Background: an optimization exercise with open tools, aiming at small area, a short achievable clock period and few clock cycles per item. Do not read the settings as production practice.
Function was not checked in any run shown here: the RTL went through the layout flow alone.

==> flow/config.mk <==
export PLATFORM = sky130hd
export DESIGN_NAME = divider_400bit
export DESIGN_NICKNAME = divider_400bit
export VERILOG_FILES = /design/flow/design.v
export SDC_FILE = /design/flow/constraint.sdc
export NUM_CORES = 4
export LEC_CHECK = 0
export CAP_MARGIN = 20
export CORE_MARGIN = 2
export CORE_UTILIZATION = 40
export SLEW_MARGIN = 20
==> flow/constraint.sdc <==
create_clock -name core_clock -period 40.0 [get_ports {clk}]
set_input_delay 8.0000 -clock core_clock [delete_from_list [all_inputs] [get_ports {clk}]]
set_output_delay 8.0000 -clock core_clock [all_outputs]
set_load 0.01 [all_outputs]
==> flow/design.v <==
module divider_400bit (
    input wire clk,
    input wire rst,
    input wire start,
    input wire [399:0] dividend,
    input wire [7:0] divisor,
    output reg [399:0] quotient,
    output reg done
);
    reg busy;
    reg [5:0] idx;           
    reg [8:0] chunk;          
    reg [7:0] rem;                
    reg [10:0] m1;           
    reg [10:0] m2;           
    reg [10:0] m3;           
    reg [10:0] m4;           
    reg [10:0] m5;           
    reg [10:0] m6;           
    reg [10:0] m7;           
    wire [404:0] dpad = {{5{1'b0}}, dividend};
    reg [8:0] nchunk;
    integer j;
    always @* begin
        nchunk = 9'd0;
        for (j = 0; j < 45; j = j + 1)
            if (idx == j) nchunk = nchunk | dpad[404 - 9*j -: 9];
    end
    wire [7:0] dv = divisor;
    wire [7:0] r0 = rem;
    wire [10:0] t0 = {r0, chunk[8:6]};
    wire [11:0] df0_1 = {1'b0, t0} - {1'b0, m1};
    wire [11:0] df0_2 = {1'b0, t0} - {1'b0, m2};
    wire [11:0] df0_3 = {1'b0, t0} - {1'b0, m3};
    wire [11:0] df0_4 = {1'b0, t0} - {1'b0, m4};
    wire [11:0] df0_5 = {1'b0, t0} - {1'b0, m5};
    wire [11:0] df0_6 = {1'b0, t0} - {1'b0, m6};
    wire [11:0] df0_7 = {1'b0, t0} - {1'b0, m7};
    reg [7:0] r1; reg [2:0] q0;
    always @* begin
        r1 = t0[7:0]; q0 = 3'd0;
        if (!df0_1[11]) begin r1 = df0_1[7:0]; q0 = 3'd1; end
        if (!df0_2[11]) begin r1 = df0_2[7:0]; q0 = 3'd2; end
        if (!df0_3[11]) begin r1 = df0_3[7:0]; q0 = 3'd3; end
        if (!df0_4[11]) begin r1 = df0_4[7:0]; q0 = 3'd4; end
        if (!df0_5[11]) begin r1 = df0_5[7:0]; q0 = 3'd5; end
        if (!df0_6[11]) begin r1 = df0_6[7:0]; q0 = 3'd6; end
        if (!df0_7[11]) begin r1 = df0_7[7:0]; q0 = 3'd7; end
    end
    wire [10:0] t1 = {r1, chunk[5:3]};
    wire [11:0] df1_1 = {1'b0, t1} - {1'b0, m1};
    wire [11:0] df1_2 = {1'b0, t1} - {1'b0, m2};
    wire [11:0] df1_3 = {1'b0, t1} - {1'b0, m3};
    wire [11:0] df1_4 = {1'b0, t1} - {1'b0, m4};
    wire [11:0] df1_5 = {1'b0, t1} - {1'b0, m5};
    wire [11:0] df1_6 = {1'b0, t1} - {1'b0, m6};
    wire [11:0] df1_7 = {1'b0, t1} - {1'b0, m7};
    reg [7:0] r2; reg [2:0] q1;
    always @* begin
        r2 = t1[7:0]; q1 = 3'd0;
        if (!df1_1[11]) begin r2 = df1_1[7:0]; q1 = 3'd1; end
        if (!df1_2[11]) begin r2 = df1_2[7:0]; q1 = 3'd2; end
        if (!df1_3[11]) begin r2 = df1_3[7:0]; q1 = 3'd3; end
        if (!df1_4[11]) begin r2 = df1_4[7:0]; q1 = 3'd4; end
        if (!df1_5[11]) begin r2 = df1_5[7:0]; q1 = 3'd5; end
        if (!df1_6[11]) begin r2 = df1_6[7:0]; q1 = 3'd6; end
        if (!df1_7[11]) begin r2 = df1_7[7:0]; q1 = 3'd7; end
    end
    wire [10:0] t2 = {r2, chunk[2:0]};
    wire [11:0] df2_1 = {1'b0, t2} - {1'b0, m1};
    wire [11:0] df2_2 = {1'b0, t2} - {1'b0, m2};
    wire [11:0] df2_3 = {1'b0, t2} - {1'b0, m3};
    wire [11:0] df2_4 = {1'b0, t2} - {1'b0, m4};
    wire [11:0] df2_5 = {1'b0, t2} - {1'b0, m5};
    wire [11:0] df2_6 = {1'b0, t2} - {1'b0, m6};
    wire [11:0] df2_7 = {1'b0, t2} - {1'b0, m7};
    reg [7:0] r3; reg [2:0] q2;
    always @* begin
        r3 = t2[7:0]; q2 = 3'd0;
        if (!df2_1[11]) begin r3 = df2_1[7:0]; q2 = 3'd1; end
        if (!df2_2[11]) begin r3 = df2_2[7:0]; q2 = 3'd2; end
        if (!df2_3[11]) begin r3 = df2_3[7:0]; q2 = 3'd3; end
        if (!df2_4[11]) begin r3 = df2_4[7:0]; q2 = 3'd4; end
        if (!df2_5[11]) begin r3 = df2_5[7:0]; q2 = 3'd5; end
        if (!df2_6[11]) begin r3 = df2_6[7:0]; q2 = 3'd6; end
        if (!df2_7[11]) begin r3 = df2_7[7:0]; q2 = 3'd7; end
    end
    wire [8:0] qk = {q0, q1, q2};
    always @(posedge clk) begin
        if (busy) begin
            quotient <= {quotient[390:0], qk};
            rem <= r3;
            chunk <= nchunk;
        end else if (start) begin
            rem <= 8'd0;
            chunk <= nchunk;
            m1 <= (11'd1 * {{3{1'b0}}, dv});
            m2 <= (11'd2 * {{3{1'b0}}, dv});
            m3 <= (11'd3 * {{3{1'b0}}, dv});
            m4 <= (11'd4 * {{3{1'b0}}, dv});
            m5 <= (11'd5 * {{3{1'b0}}, dv});
            m6 <= (11'd6 * {{3{1'b0}}, dv});
            m7 <= (11'd7 * {{3{1'b0}}, dv});
        end
    end
    always @(posedge clk or posedge rst) begin
        if (rst) begin
            busy <= 1'b0; done <= 1'b0; idx <= 0;
        end else begin
            done <= 1'b0;
            if (busy) begin
                if (idx == 6'd45) begin busy <= 1'b0; done <= 1'b1; idx <= 0; end
                else idx <= idx + 1'b1;
            end else if (start) begin
                busy <= 1'b1; idx <= 1;
            end
        end
    end
endmodule
==> flow/run.sh <==
#!/bin/bash
# synth_recipe.tcl (not shown) runs the flow's synth.tcl, then flattens the netlist and writes it again
# the make line also repeats each setting of config.mk as NAME=value (left out here)
make -C /OpenROAD-flow-scripts/flow DESIGN_CONFIG=/design/flow/config.mk WORK_HOME=/design/flow/orfs CLKGATE_MAP_FILE= SYNTH_SCRIPT=/design/flow/synth_recipe.tcl finish
==> results by group, run 1 <==
Synth
  • Post-synth top cells: edfxtp_1, ha_1, nor2_1
  • Unique masters post-synth: 83
  • Largest area contributor in the netlist: edfxtp_1
  • Number of synthesized flops with an enable pin: 452
  • Async SR Flop Fraction: under 10%
  • Mapped Cells: between 2,000 and 2,500
  • Yosys Warn Count: 1
  • Synth Flop Type: edfxtp_1
  • Largest cells by area after synthesis: edfxtp_1, ha_1, a22oi_1, xnor2_1, a21oi_1
  • Mapped Area: 25,560 um^2
  • Most frequent cell after synthesis: edfxtp_1
  • Sequential cell area fraction in the yosys report: between 50% and 60%
  • Mapped Nets: between 2,000 and 3,000
  • Mean Syn Cell Area: ~12 um^2
  • Top cell type's share of synthesized area: 53.10%
  • Register bit total from synthesis: 460

Clock network
  • Post-CTS sizing: 0
  • Cts bufs inserted: 48
  • Clock Latency Late Sink: 0.61 ns
  • CTS tree: yes
  • Maximum clock path buffer count: 3
  • Post-CTS Hold Buffers: 0
  • CTS sink cnt: between 400 and 500
  • Post-CTS Setup Bufs: 0
  • Root Driver: clkbuf_16
  • H-tree depth: 2
  • Clk slew on worst S/H paths: 0.06 ns

STA
  • Hold_ws: 0.4259 ns
  • Final setup violation count: 0
  • TNS Setup: 0 ns
  • Relative slew margins: between 20% and 30%
  • Worst setup margin: about 30 ns
  • Period Utilization, post-route: a little over a quarter
  • Clk_skew: about 0.031 ns
  • Max Fclk: around 0.096 GHz
  • Slew at the pin closest to its max-slew limit: about 1.1 ns
  • Final number of hold-violating endpoints: 0
  • Fin crit period: 10.43 ns
  • Final Max Tran Viols: 0
  • Unrepaired setup endpoints after global routing: no

Die
  • Floorplan row count: 92
  • Initial core utilization: around 40%
  • Core area: approximately 63,000 um^2
  • Die ar.: between 60,000 and 70,000 um^2
  • Width of the die: ~260 um
  • Chip Height: roughly 260 um
  • Num ports: slightly above 800

Place
  • Cell Area, Placed: between 30,000 and 40,000 um^2
  • Routability Congestion: roughly 1.1
  • DP Cell Count: 3,741
  • # port buffers: 811
  • Post-DP HPWL: a little over 100 mm
  • Pre-CTS setup slack: 28.99 ns

Routing
  • Post-route ant nets: 0
  • WL/cell: approximately 32 um
  • Vias/cell: between 6 and 7
  • # DRC: 0
  • Overall routed net length: 125.0 mm
  • Pre-Repair DR Iteration Count: 6
  • DR iter-0 viols: approximately 2,700
  • Vias: about 23,000

Setup path
  • Critical path class: input pin to register
  • WP data required: approximately 40 ns
  • Worst Path Max Fanout: 9
  • Crit path DAT: roughly 11 ns
  • Startpoint types: input pin
  • Crit path capture type: register

Outcome
  • Status: complete, no violations

Job
  • Max-cap viol count: 0

Global route
  • Antenna violations before repair: 28
  • Vias in the first global route: 22,450
  • Global-route wire length before repair: 171.8 mm
  • Largest net degree at the start of global routing: approximately 210
  • Gr usage total: ~37%
  • Total grt overflow: 0

Final layout
  • Layout cells sized above 1: between 5 and 6%
  • Fin cells: between 3,000 and 4,000
  • Final Cell Area: 36,700 um^2
  • Final core occ: between 50% and 60%
  • Final #Nets: approximately 3,600
  • P&R area growth vs syn: 43.57%

Min path
  • Hold Crit Class: register to register
==> metal layers <==
metal	global-route usage [%]	part of all wire (%)
met3	8.887	9.5
met2	60.30	47
met1	45.29	38
met5	0	0.022
met4	17.64	5.4
==> final cells by class <==
cell class | instances | area (um^2)
Clock inverter | 35 | 352.8
Inverter | 106 | 397.9
Fill cell | 5283 | 26380
Timing Repair Buffer | 862 | 8537
Sequential cell | 460 | 13780
Tap cell | 846 | 1059
Multi-Input combinational cell | 1468 | 11270
Clock buffer | 54 | 1245
Antenna cell | 23 | 57.56
==> critical path, cell delays in order <==
cell             delay, ns
clkdlybuf4s50_1       0.63
fa_1                  0.59
ha_1                  0.17
inv_1                 0.07
fa_1                  0.46
inv_1                 0.08
a21oi_1               0.06
o21ai_0               0.26
a21oi_1               0.12
o21bai_1              0.20
a21o_1                0.15
a21o_1                0.10
==> cell families (layout without fill, tap and decap cells) <==
logic type | Yosys count | count (layout) | share of synthesized area (%)
DFF | 460 | 460 | 53.88
buffers and inverters | 134 | 1057 | 2.061
and+or+nand+nor | 441 | 441 | 8.581
adders and majority gates | 238 | 238 | 12.38
xor gates and xnor gates | 97 | 97 | 3.324
other | 0 | 23 | 0
AOI/OAI and AO/OA | 673 | 673 | 18.98
muxes | 19 | 19 | 0.7880
==> flip-flops by register name, indices dropped and copies added (netlist names) <==
name      cells
idx           6
done          1
busy          1
m3            8
m7           11
chunk         9
rem           8
m5           10
quotient    400
m1            6
==> path summary, 6_finish.rpt <==
path	cells past startpoint	to	startpoint	slack [ns]
worst max register to register	32	rem[6]	m5[1]	30.04
max in group asynchronous	2	busy	rst	31.91
worst min-delay path	0	quotient[264]	quotient[255]	0.43
worst max-delay path	12	m7[10]	divisor[2]	29.57
min in group asynchronous	2	idx[1]	rst	7.83
worst min register to register	0	quotient[264]	quotient[255]	0.43
==> cell usage in the layout, fill, tap and decap left out, types with 58 or more instances in the layout <==
| cell type | instances |
|---|---|
| a21oi_1 | 101 |
| a22oi_1 | 100 |
| clkdlybuf4s50_1 | 811 |
| edfxtp_1 | 452 |
| ha_1 | 213 |
| inv_1 | 105 |
| nand2_1 | 80 |
| nor2_1 | 119 |
| o21ai_0 | 90 |
| xnor2_1 | 58 |
==> inputs of run 2 (changes only) <==
==> flow/flow/run.sh (new file) <==
#!/bin/bash
# Own layout flow: the standard flow (standard.sh) with smaller port buffers,
# a lighter clock tree and a timing-repair margin. Every tool's output goes to a log
# file in this folder (make_*.log) and ORFS's own logs under orfs/logs/.
set -euo pipefail
cd "$(dirname "$0")/.."
# Port buffers: one small buffer on every input and output port.
export BUFFER_PORTS_ARGS="-buffer_cell sky130_fd_sc_hd__buf_2"
# Clock tree: smaller clock buffers, bigger sink clusters, no dummy loads.
export CTS_ARGS="-sink_clustering_enable -repair_clock_nets -buf_list {sky130_fd_sc_hd__clkbuf_4 sky130_fd_sc_hd__clkbuf_8} -sink_clustering_size 20 -sink_clustering_max_diameter 100 -dont_use_dummy_load"
# Timing repair aims for this much setup slack (ns) at the design's clock period.
export SETUP_SLACK_MARGIN=0
export TNS_END_PERCENT=100
bash standard.sh finish > make_finish.log 2>&1
==> flow/standard.sh (new file) <==
#!/bin/bash
# synth_recipe.tcl (not shown) runs the flow's synth.tcl, then flattens the netlist and writes it again
# the make line also repeats each setting of config.mk as NAME=value (left out here)
make -C /OpenROAD-flow-scripts/flow DESIGN_CONFIG=/design/flow/config.mk WORK_HOME=/design/flow/orfs CLKGATE_MAP_FILE= SYNTH_SCRIPT=/design/flow/synth_recipe.tcl "${@:-finish}"
removed: flow/run.sh
==> run 2 against run 1 <==
Effect of this change: global-route usage down 1.2 points; register-to-register slack improved by 0.03 ns; cell area is 14% lower; worst setup slack gained 0.50 ns; via count is 2.5% lower; synthesized area unchanged; cell count down 1.3%; clock skew up 0.050 ns; critical endpoint is now rem[4]; largest cell class unchanged.
==> results by group, run 2 <==
STA
  • Max Fclk: roughly 0.10 GHz
  • Relative slew margins: between 20% and 30%
  • Final number of hold-violating endpoints: 0
  • Worst setup margin: between 30 and 40 ns
  • Clk_skew: 0.08095 ns
  • TNS Setup: 0 ns
  • Final Max Tran Viols: 0
  • Unrepaired setup endpoints after global routing: no
  • Period Utilization, post-route: about 25%
  • Slew at the pin closest to its max-slew limit: 1.162 ns
  • Fin crit period: 9.928 ns
  • Final setup violation count: 0
  • Hold_ws: between 0.4 and 0.5 ns

Final layout
  • Top Registers: quotient (400), m7 (11), m5 (10)
  • Final #Nets: roughly 3,600
  • P&R area growth vs syn: 23.14%
  • Fillers: around 6,000
  • Most frequent cells in the layout: buf_2, edfxtp_1, ha_1
  • Biggest register: quotient
  • Max reg flops: 400
  • Final core occ: approximately 50%
  • Leading cell type in the layout, fill and taps excluded: buf_2
  • Layout cells sized above 1: a little under a third

Setup path
  • WP data required: approximately 40 ns
  • Crit path capture type: register
  • Worst Path Max Fanout: 13
  • CP delay by family, top: compound AO/OA/AOI/OAI gates
  • CP Buf/Inv Count: 4
  • Startpoint types: register
  • Critical path class: register to register
  • Crit path DAT: slightly above 10 ns
  • Slowest CP cell: edfxtp_1
  • Crit path top cell by count: a21o_1
  • Setup slack, reg-to-reg: between 30 and 40 ns
  • CP peak stage delay: slightly above 0.9 ns

Global route
  • Antenna violations before repair: 38
  • Gr usage total: ~36%
  • Global-route wire length before repair: between 150 and 200 mm
  • Total grt overflow: 0
  • Vias in the first global route: 22,170
  • Largest net degree at the start of global routing: 176

Synth
  • Mapped Cells: approximately 2,100
  • Top cell type's share of synthesized area: 53.10%
  • Sequential cell area fraction in the yosys report: a little over half
  • Yosys Warn Count: 1
  • Mapped Area: about 26,000 um^2
  • Mapped Nets: around 2,700
  • Post-synth top cells: edfxtp_1, ha_1, nor2_1
  • Largest area contributor in the netlist: edfxtp_1
  • Largest cells by area after synthesis: edfxtp_1, ha_1, a22oi_1, xnor2_1, a21oi_1
  • Synth Flop Type: edfxtp_1
  • Register bit total from synthesis: 460
  • Mean Syn Cell Area: 12.40 um^2
  • Async SR Flop Fraction: about 1.7%
  • Unique masters post-synth: 83
  • Number of synthesized flops with an enable pin: ~450
  • Most frequent cell after synthesis: edfxtp_1

Place
  • Post-DP HPWL: 99.81 mm
  • Routability Congestion: approximately 1.1
  • Pre-CTS setup slack: around 30 ns
  • # port buffers: a little over 800

Routing
  • Pre-Repair DR Iteration Count: 8
  • Post-route ant nets: 0
  • Overall routed net length: 121.4 mm
  • Vias/cell: ~6
  • DR iter-0 viols: about 2,500
  • Vias: roughly 23,000
  • # DRC: 0
  • WL/cell: 31.91 um

Die
  • Width of the die: between 200 and 300 um
  • Core area: 63,080 um^2
  • Num ports: between 800 and 900
  • Floorplan row count: 92
  • Initial core utilization: around two fifths
  • Chip Height: 256.8 um
  • Die ar.: between 60,000 and 70,000 um^2

Clock network
  • H-tree depth: 1
  • Post-CTS Setup Bufs: 0
  • Clk slew on worst S/H paths: about 0.12 ns
  • CTS tree: yes
  • Post-CTS sizing: 0
  • CTS sink cnt: 460
  • Post-CTS Hold Buffers: 0
  • Cts bufs inserted: 30
  • Maximum clock path buffer count: 3
  • Root Driver: clkbuf_8
  • Clock Latency Late Sink: approximately 0.66 ns

Min path
  • Hold Crit Class: register to register

Job
  • Max-cap viol count: 0

Outcome
  • Status: complete, no violations
-- run 2: worst register-to-register path, delay by kind of cell (launching register included) --
| family | cells | cell delay (ns) |
|---|---|---|
| AOI/OAI and AO/OA | 20 | 5.29 |
| adders and majority gates | 4 | 1.72 |
| buffers and inverters | 4 | 0.73 |
| DFF | 1 | 0.92 |
| and+or+nand+nor | 4 | 1.00 |
-- run 2: metal layers --
metal | part of all wire [%] | wire (um) | GRT usage, %
met2 | 45 | 55010 | 56.41
met1 | 38 | 45990 | 43.62
met4 | 6.6 | 8048 | 20.41
met3 | 10 | 12290 | 9.569
met5 | 0.050 | 61 | 0
-- run 2: cell families after synthesis --
kind of cell | after synthesis | synth area share (%)
xor+xnor | 97 | 3.324
fa+ha+maj | 238 | 12.38
simple gates | 441 | 8.581
flops | 460 | 53.88
buf+inv | 134 | 2.061
mux | 19 | 0.7880
compound gates | 673 | 18.98
-- run 2: final cells by class --
cell class | instances | area (um^2) | share of cell area [%]
inverters | 106 | 397.9 | 1.264
multi-input cells | 1468 | 11280 | 35.83
well taps | 846 | 1059 | 3.363
flip-flops and latches | 460 | 13780 | 43.77
repair buffers | 864 | 4477 | 14.22
diodes | 31 | 77.57 | 0.2464
clock buffers | 30 | 412.9 | 1.312
-- run 2: per-stage QoR --
stage	instance area [um^2]	std cells
after floorplan	25560	2062
final	31480	3805
after global routing	31460	3797
after detailed placement	30970	3743
after CTS	31380	3773
after global placement	30960	3743
-- run 2: final timing paths --
path | end | startpoint | depth (start not counted)
min in group asynchronous | idx[5] | rst | 2
max in group asynchronous | busy | rst | 2
min | quotient[94] | quotient[85] | 0
min reg2reg | quotient[94] | quotient[85] | 0
max reg2reg | rem[4] | m7[0] | 32
max | rem[4] | m7[0] | 32
==> inputs of run 3 (changes only) <==
--- a/flow/flow/run.sh
+++ b/flow/flow/run.sh
@@ -9,5 +9,5 @@
 # Clock tree: smaller clock buffers, bigger sink clusters, no dummy loads.
-export CTS_ARGS="-sink_clustering_enable -repair_clock_nets -buf_list {sky130_fd_sc_hd__clkbuf_4 sky130_fd_sc_hd__clkbuf_8} -sink_clustering_size 20 -sink_clustering_max_diameter 100 -dont_use_dummy_load"
+export CTS_ARGS="-sink_clustering_enable -repair_clock_nets -buf_list {sky130_fd_sc_hd__clkbuf_8} -sink_clustering_size 12 -sink_clustering_max_diameter 60 -dont_use_dummy_load"
 # Timing repair aims for this much setup slack (ns) at the design's clock period.
-export SETUP_SLACK_MARGIN=0
+export SETUP_SLACK_MARGIN=32
 export TNS_END_PERCENT=100
==> run 3 against run 2 <==
Effect of this change: critical path type is now input pin to register; via count up 12%; flip-flop and latch count unchanged; first-iteration DRC count is 11% higher; largest cell class unchanged; core utilization up 10 points.
==> results by group, run 3 <==
Outcome
  • Status: complete, no violations

Die
  • Die ar.: roughly 66,000 um^2
  • Initial core utilization: around 41%
  • Chip Height: 256.8 um
  • Floorplan row count: 92
  • Width of the die: about 260 um
  • Core area: roughly 63,000 um^2
  • Num ports: slightly above 800

Synth
  • Sequential cell area fraction in the yosys report: 53.88%
  • Number of synthesized flops with an enable pin: 452
  • Register bit total from synthesis: 460
  • Mean Syn Cell Area: 12.40 um^2
  • Async SR Flop Fraction: under 10%
  • Largest cells by area after synthesis: edfxtp_1, ha_1, a22oi_1, xnor2_1, a21oi_1
  • Top cell type's share of synthesized area: a little over half
  • Largest area contributor in the netlist: edfxtp_1
  • Synth Flop Type: edfxtp_1
  • Yosys Warn Count: 1
  • Post-synth top cells: edfxtp_1, ha_1, nor2_1
  • Mapped Cells: between 2,000 and 2,500
  • Mapped Area: 25,560 um^2
  • Most frequent cell after synthesis: edfxtp_1
  • Unique masters post-synth: 83
  • Mapped Nets: between 2,000 and 3,000

Final layout
  • Biggest register: quotient
  • P&R area growth vs syn: 47.71%
  • Final #Nets: 4,060
  • Final core occ: between 50% and 60%
  • Leading cell type in the layout, fill and taps excluded: buf_2
  • Max reg flops: 400
  • Layout cells sized above 1: a little under half
  • Most frequent cells in the layout: buf_2, buf_4, edfxtp_1
  • Top Registers: quotient (400), m7 (11), m5 (10)

Setup path
  • WP data required: 40.42 ns
  • Critical path class: input pin to register
  • Startpoint types: input pin
  • Worst Path Max Fanout: 3
  • CP peak stage delay: approximately 0.52 ns
  • Slowest CP cell: fa_1
  • Crit path capture type: register
  • CP cell instances: buf_12 > fa_1 > ha_4 > inv_2 > fa_2 > inv_2 > a21oi_2 > o21ai_2 > a21oi_2 > o21bai_2 > a21o_1 > a21o_1
  • Crit path DAT: about 9.9 ns

Routing
  • DR iter-0 viols: 2,713
  • WL/cell: approximately 31 um
  • Post-route ant nets: 0
  • Overall routed net length: around 130 mm
  • # DRC: 0
  • Vias/cell: 5.930
  • Vias: between 20,000 and 30,000
  • Pre-Repair DR Iteration Count: 7

Global route
  • Grt peak-use layer: met2
  • Total grt overflow: 0
  • Vias in the first global route: about 24,000
  • Largest net degree at the start of global routing: 172
  • GR Layer Usage met3: between 10% and 20%
  • Global-route wire length before repair: 178.7 mm
  • Gr usage total: a little under two fifths
  • Routing usage on met1: 43.58%
  • Antenna violations before repair: 28
  • GR Util met2: roughly three fifths

STA
  • Unrepaired setup endpoints after global routing: yes
  • TNS Setup: 0 ns
  • Clk_skew: ~0.074 ns
  • Final Max Tran Viols: 0
  • Max Fclk: 0.1053 GHz
  • Final number of hold-violating endpoints: 0
  • Relative slew margins: between 10% and 20%
  • Period Utilization, post-route: about a quarter
  • Final setup violation count: 0
  • Slew at the pin closest to its max-slew limit: 1.248 ns
  • Fin crit period: between 9 and 10 ns

Clock network
  • Post-CTS Hold Buffers: 0
  • Clk slew on worst S/H paths: about 0.090 ns
  • CTS sink cnt: between 400 and 500
  • Maximum clock path buffer count: 3
  • H-tree depth: 2
  • Clock Latency Late Sink: 0.65 ns
  • Root Driver: clkbuf_8
  • Cts bufs inserted: 49
  • CTS tree: yes

Job
  • Max-cap viol count: 0

Place
  • # port buffers: approximately 810
  • Post-DP HPWL: roughly 100 mm
  • Routability Congestion: between 1 and 1.5

Min path
  • Hold Crit Class: register to register
-- run 3: cell counts after synthesis --
Identical to the previous run, type by type.
-- run 3: worst max-delay path: cells and delay by family --
kind	cells	cell delay, ns
adders and majority gates	3	0.91
AOI/OAI and AO/OA	6	0.79
buffers and inverters	3	0.21
-- run 3: area by class of cell --
cell class / count / area [um^2]
diodes: 22 / 55.05
clock buffers: 49 / 674.4
fillers: 5119 / 25320
inverters: 106 / 460.4
multi-input cells: 1469 / 12640
flip-flops and latches: 460 / 13780
well taps: 846 / 1059
repair buffers: 1323 / 9074
repair inverters: 2 / 22.52
-- run 3: kinds of logic after synthesis --
| logic type | after synthesis | share of synthesized area [%] |
|---|---|---|
| DFF | 460 | 53.88 |
| muxes | 19 | 0.7880 |
| adders and majority gates | 238 | 12.38 |
| and+or+nand+nor | 441 | 8.581 |
| buffers and inverters | 134 | 2.061 |
| AOI/OAI and AO/OA | 673 | 18.98 |
| xor gates and xnor gates | 97 | 3.324 |
-- run 3: path summary, 6_finish.rpt --
path	end	start	slack, ns	depth (start not counted)
max	m7[10]	divisor[2]	30.50	12
min	quotient[145]	quotient[136]	0.42	0
min reg2reg	quotient[145]	quotient[136]	0.42	0
min in group asynchronous	busy	rst	7.39	2
max in group asynchronous	busy	rst	32.44	2
max reg2reg	rem[5]	rem[1]	32.22	33
-- run 3: layer usage --
metal,share of wire (%),vias to the layer above,wire length [um]
li1,-,10890,-
met1,35,12420,47050
met2,46,1615,62150
met3,9.8,428,13110
met4,8.5,12,11300
met5,0.053,-,71
-- run 3: stage by stage --
step / cell area (um^2) / std cells / hold slack (ns) / setup WS [ns]
2_1_floorplan: 25890 / 2062 / 0.4708 / 30.04
3_3_place_gp: 31280 / 3742 / 0.4248 / 29.56
3_5_place_dp: 31280 / 3742 / 0.4256 / 29.50
4_1_cts: 35420 / 4092 / 0.4135 / 30.52
5_1_grt: 37730 / 4266 / 0.4172 / 30.42
6_report: 37760 / 4277 / 0.4226 / 30.50
-- run 3: what timing repair did --
item                                    CTS  global route
buffers inserted                        295           161
gates resized for setup                 259           233
gates cloned                              6             1
pin swaps                                75            83
endpoints found under the setup margin  506           507
==> inputs of run 4 (changes only) <==
==> flow/flow/run.sh (replaced) <==
#!/bin/bash
# Own layout flow: the standard flow (standard.sh) with smaller port buffers,
# a lighter clock tree and a timing-repair margin. Every tool's output goes to a log
# file in this folder (make_*.log) and ORFS's own logs under orfs/logs/.
set -euo pipefail
cd "$(dirname "$0")/.."
# Port buffers: one small buffer on every input and output port.
export BUFFER_PORTS_ARGS="-buffer_cell sky130_fd_sc_hd__buf_1"
# Clock tree: smaller clock buffers, bigger sink clusters, no dummy loads.
export CTS_ARGS="-sink_clustering_enable -repair_clock_nets -buf_list {sky130_fd_sc_hd__clkbuf_8} -sink_clustering_size 15 -sink_clustering_max_diameter 80 -dont_use_dummy_load"
# Timing repair aims for this much setup slack (ns) at the design's clock period.
export SETUP_SLACK_MARGIN=31
export TNS_END_PERCENT=100
bash standard.sh finish > make_finish.log 2>&1
==> run 4 against run 3 <==
Effect of this change: still clean; cell count shrank 2.1%; first-iteration DRC count grew 10%; global-route usage shrank 1.4 points; synthesized area is the same; synthesized cell count is the same; cell area shrank 7.3%; clock skew grew 0.022 ns; hold slack gained 0.015 ns; flip-flop and latch count is the same; count of clock-buffer cells in the layout shrank 8; critical path type unchanged; largest cell class unchanged.
==> results by group, run 4 <==
Outcome
  • Status: complete, no violations

Clock network
  • CTS tree: yes
  • Clock Latency Late Sink: roughly 0.65 ns
  • Root Driver: clkbuf_8
  • CTS sink cnt: between 400 and 500
  • Cts bufs inserted: 41
  • Maximum clock path buffer count: 3
  • H-tree depth: 2
  • Clk slew on worst S/H paths: ~0.10 ns

Place
  • Post-DP HPWL: a little over 100 mm
  • # port buffers: 811
  • Routability Congestion: 1.063
  • Pre-CTS setup slack: 29.29 ns

Setup path
  • Startpoint types: input pin
  • WP data required: 40.53 ns
  • Crit path DAT: roughly 10 ns
  • CP delay by family, top: adder cells
  • Slowest CP cell: fa_1
  • Worst Path Max Fanout: 4
  • CP peak stage delay: roughly 0.57 ns
  • CP Buf/Inv Count: 3
  • Setup slack, reg-to-reg: roughly 31 ns
  • Critical path class: input pin to register
  • Crit path capture type: register
  • CP cell instances: buf_12 > fa_1 > ha_4 > inv_2 > fa_2 > inv_2 > a21oi_2 > o21ai_2 > a21oi_2 > o21bai_2 > a21o_1 > a21o_1

Global route
  • Total grt overflow: 0
  • Global-route wire length before repair: roughly 170 mm
  • Vias in the first global route: 23,570
  • Gr usage total: between 30% and 40%
  • Largest net degree at the start of global routing: between 90 and 100
  • Antenna violations before repair: 35

Die
  • Core area: about 63,000 um^2
  • Die ar.: between 60,000 and 70,000 um^2
  • Num ports: 812
  • Chip Height: approximately 260 um
  • Initial core utilization: between 40% and 50%
  • Floorplan row count: slightly above 90
  • Width of the die: between 200 and 300 um

Synth
  • Post-synth top cells: edfxtp_1, ha_1, nor2_1
  • Largest area contributor in the netlist: edfxtp_1
  • Register bit total from synthesis: 460
  • Most frequent cell after synthesis: edfxtp_1
  • Number of synthesized flops with an enable pin: around 450
  • Synth Flop Type: edfxtp_1
  • Yosys Warn Count: 1
  • Unique masters post-synth: 83
  • Sequential cell area fraction in the yosys report: approximately 54%
  • Mapped Nets: approximately 2,700
  • Mapped Area: between 20,000 and 30,000 um^2
  • Async SR Flop Fraction: roughly 1.7%
  • Mapped Cells: around 2,100
  • Largest cells by area after synthesis: edfxtp_1, ha_1, a22oi_1, xnor2_1, a21oi_1
  • Mean Syn Cell Area: 12.40 um^2
  • Top cell type's share of synthesized area: 53.10%

Final layout
  • Max reg flops: 400
  • Biggest register: quotient
  • P&R area growth vs syn: 36.88%
  • Top Registers: quotient (400), m7 (11), m5 (10)
  • Leading cell type in the layout, fill and taps excluded: edfxtp_1
  • Final #Nets: 3,965
  • Layout cells sized above 1: 29.33%
  • Most frequent cells in the layout: edfxtp_1, buf_1, buf_4
  • Fillers: about 5,400

Routing
  • Vias: 24,900
  • # DRC: 0
  • WL/cell: just over 30 um
  • Overall routed net length: around 130 mm
  • DR iter-0 viols: about 3,000
  • Pre-Repair DR Iteration Count: 9
  • Vias/cell: a little under 6
  • Post-route ant nets: 0

STA
  • Final setup violation count: 0
  • Unrepaired setup endpoints after global routing: yes
  • Worst setup margin: ~31 ns
  • Final number of hold-violating endpoints: 0
  • Fin crit period: roughly 9.5 ns
  • Period Utilization, post-route: a little under a quarter
  • TNS Setup: 0 ns
  • Final Max Tran Viols: 0
  • Clk_skew: a little under 0.1 ns
  • Relative slew margins: a little under a fifth
  • Slew at the pin closest to its max-slew limit: about 1.2 ns
  • Max Fclk: 0.1056 GHz

Min path
  • Hold Crit Class: register to register

Job
  • Max-cap viol count: 0
==> run 4: metrics by stage <==
stage                     cells  cell area (um^2)  utilization [%]  hold slack, ns
after global placement     3741             30130            47.76          0.4285
after detailed placement   3741             30130            47.76          0.4316
after CTS                  4034             33290            52.78          0.4394
after floorplan            2062             25770                -          0.4842
after global routing       4184             34980            55.45          0.4543
final                      4189             34990            55.47          0.4378
==> run 4: area by class of cell <==
cell class | instances | area (um^2) | area share, %
Tap cell | 846 | 1059 | 3.025
Sequential cell | 460 | 13780 | 39.38
Timing Repair Buffer | 1238 | 7312 | 20.90
Clock buffer | 41 | 564.3 | 1.613
Multi-Input combinational cell | 1469 | 11760 | 33.60
Inverter | 106 | 445.4 | 1.273
Antenna cell | 29 | 72.57 | 0.2074
==> run 4: cell families (layout without fill, tap and decap cells) <==
logic type	after synthesis	after routing	share of synthesized area [%]
AO/OA/AOI/OAI	673	673	18.98
XOR/XNOR	97	97	3.324
adder cells (fa/ha/maj)	238	238	12.38
buffers and inverters	134	1385	2.061
flip-flops	460	460	53.88
multiplexers	19	19	0.7880
other	0	29	0
AND/OR/NAND/NOR	441	442	8.581
==> run 4: timing repair <==
item | 4_1_cts | 5_1_grt
endpoints found under the setup margin | 436 | 436
setup buffers | 252 | 125
pin swaps | 40 | 25
resized for setup | 283 | 324
cloned | 0 | 1
endpoints found under the hold margin | 0 | 0
hold buffers | 0 | 0
==> run 4: routing by layer <==
| metal | global-route usage (%) | wire, um |
|---|---|---|
| met1 | 45.96 | 49360 |
| met2 | 57.67 | 58460 |
| met3 | 9.885 | 13060 |
| met4 | 20.80 | 8560 |
| met5 | 0 | 60 |
==> run 4: worst paths after layout <==
kind	to	cells past startpoint	startpoint
worst max register to register	rem[2]	33	m3[5]
worst min register to register	quotient[229]	0	quotient[220]
max in group asynchronous	done	2	rst
worst min-delay path	quotient[229]	0	quotient[220]
worst max-delay path	m7[10]	12	divisor[1]
min in group asynchronous	busy	2	rst
==> run 4: worst register-to-register path: cells and delay by family (launching register included) <==
kind | cells | cell delay (ns)
compound gates | 20 | 4.19
fa+ha+maj | 3 | 1.13
buf+inv | 3 | 0.81
mux | 1 | 0.24
simple gates | 6 | 1.76
flops | 1 | 0.39

-- port drivers added, routing unchanged --
In the flow no input, the clock included, has a driving cell. The finished layouts below were timed again as built, in two steps. Step 1 assumes that a clkbuf_16 drives the clock port and a buf_2 every other input. Step 2 times the ports against the registers' clock, not the clock port: input delays grow and output delays shrink by t, the midpoint of the rising clock arrivals with the driver on. Three values: no drivers, after step 1, after step 2; two values: the first two.
run	shift t [ns]	setup WS [ns]	latest minus earliest clock arrival (ns)	cell pins on the clock port's net
run 1	0.663	29.570 / 29.613 / 28.950	0.032 / 0.033	1
run 2	0.708	30.072 / 30.072 / 29.533	0.126 / 0.126	1
run 3	0.686	30.500 / 30.518 / 29.832	0.077 / 0.076	1
run 4	0.657	30.528 / 30.540 / 29.883	0.096 / 0.097	1
After both steps every run listed still meets setup and hold. For run 3, which loses most, drivers alone change the setup slack by +0.018 ns; drivers and shift together by -0.668 ns.
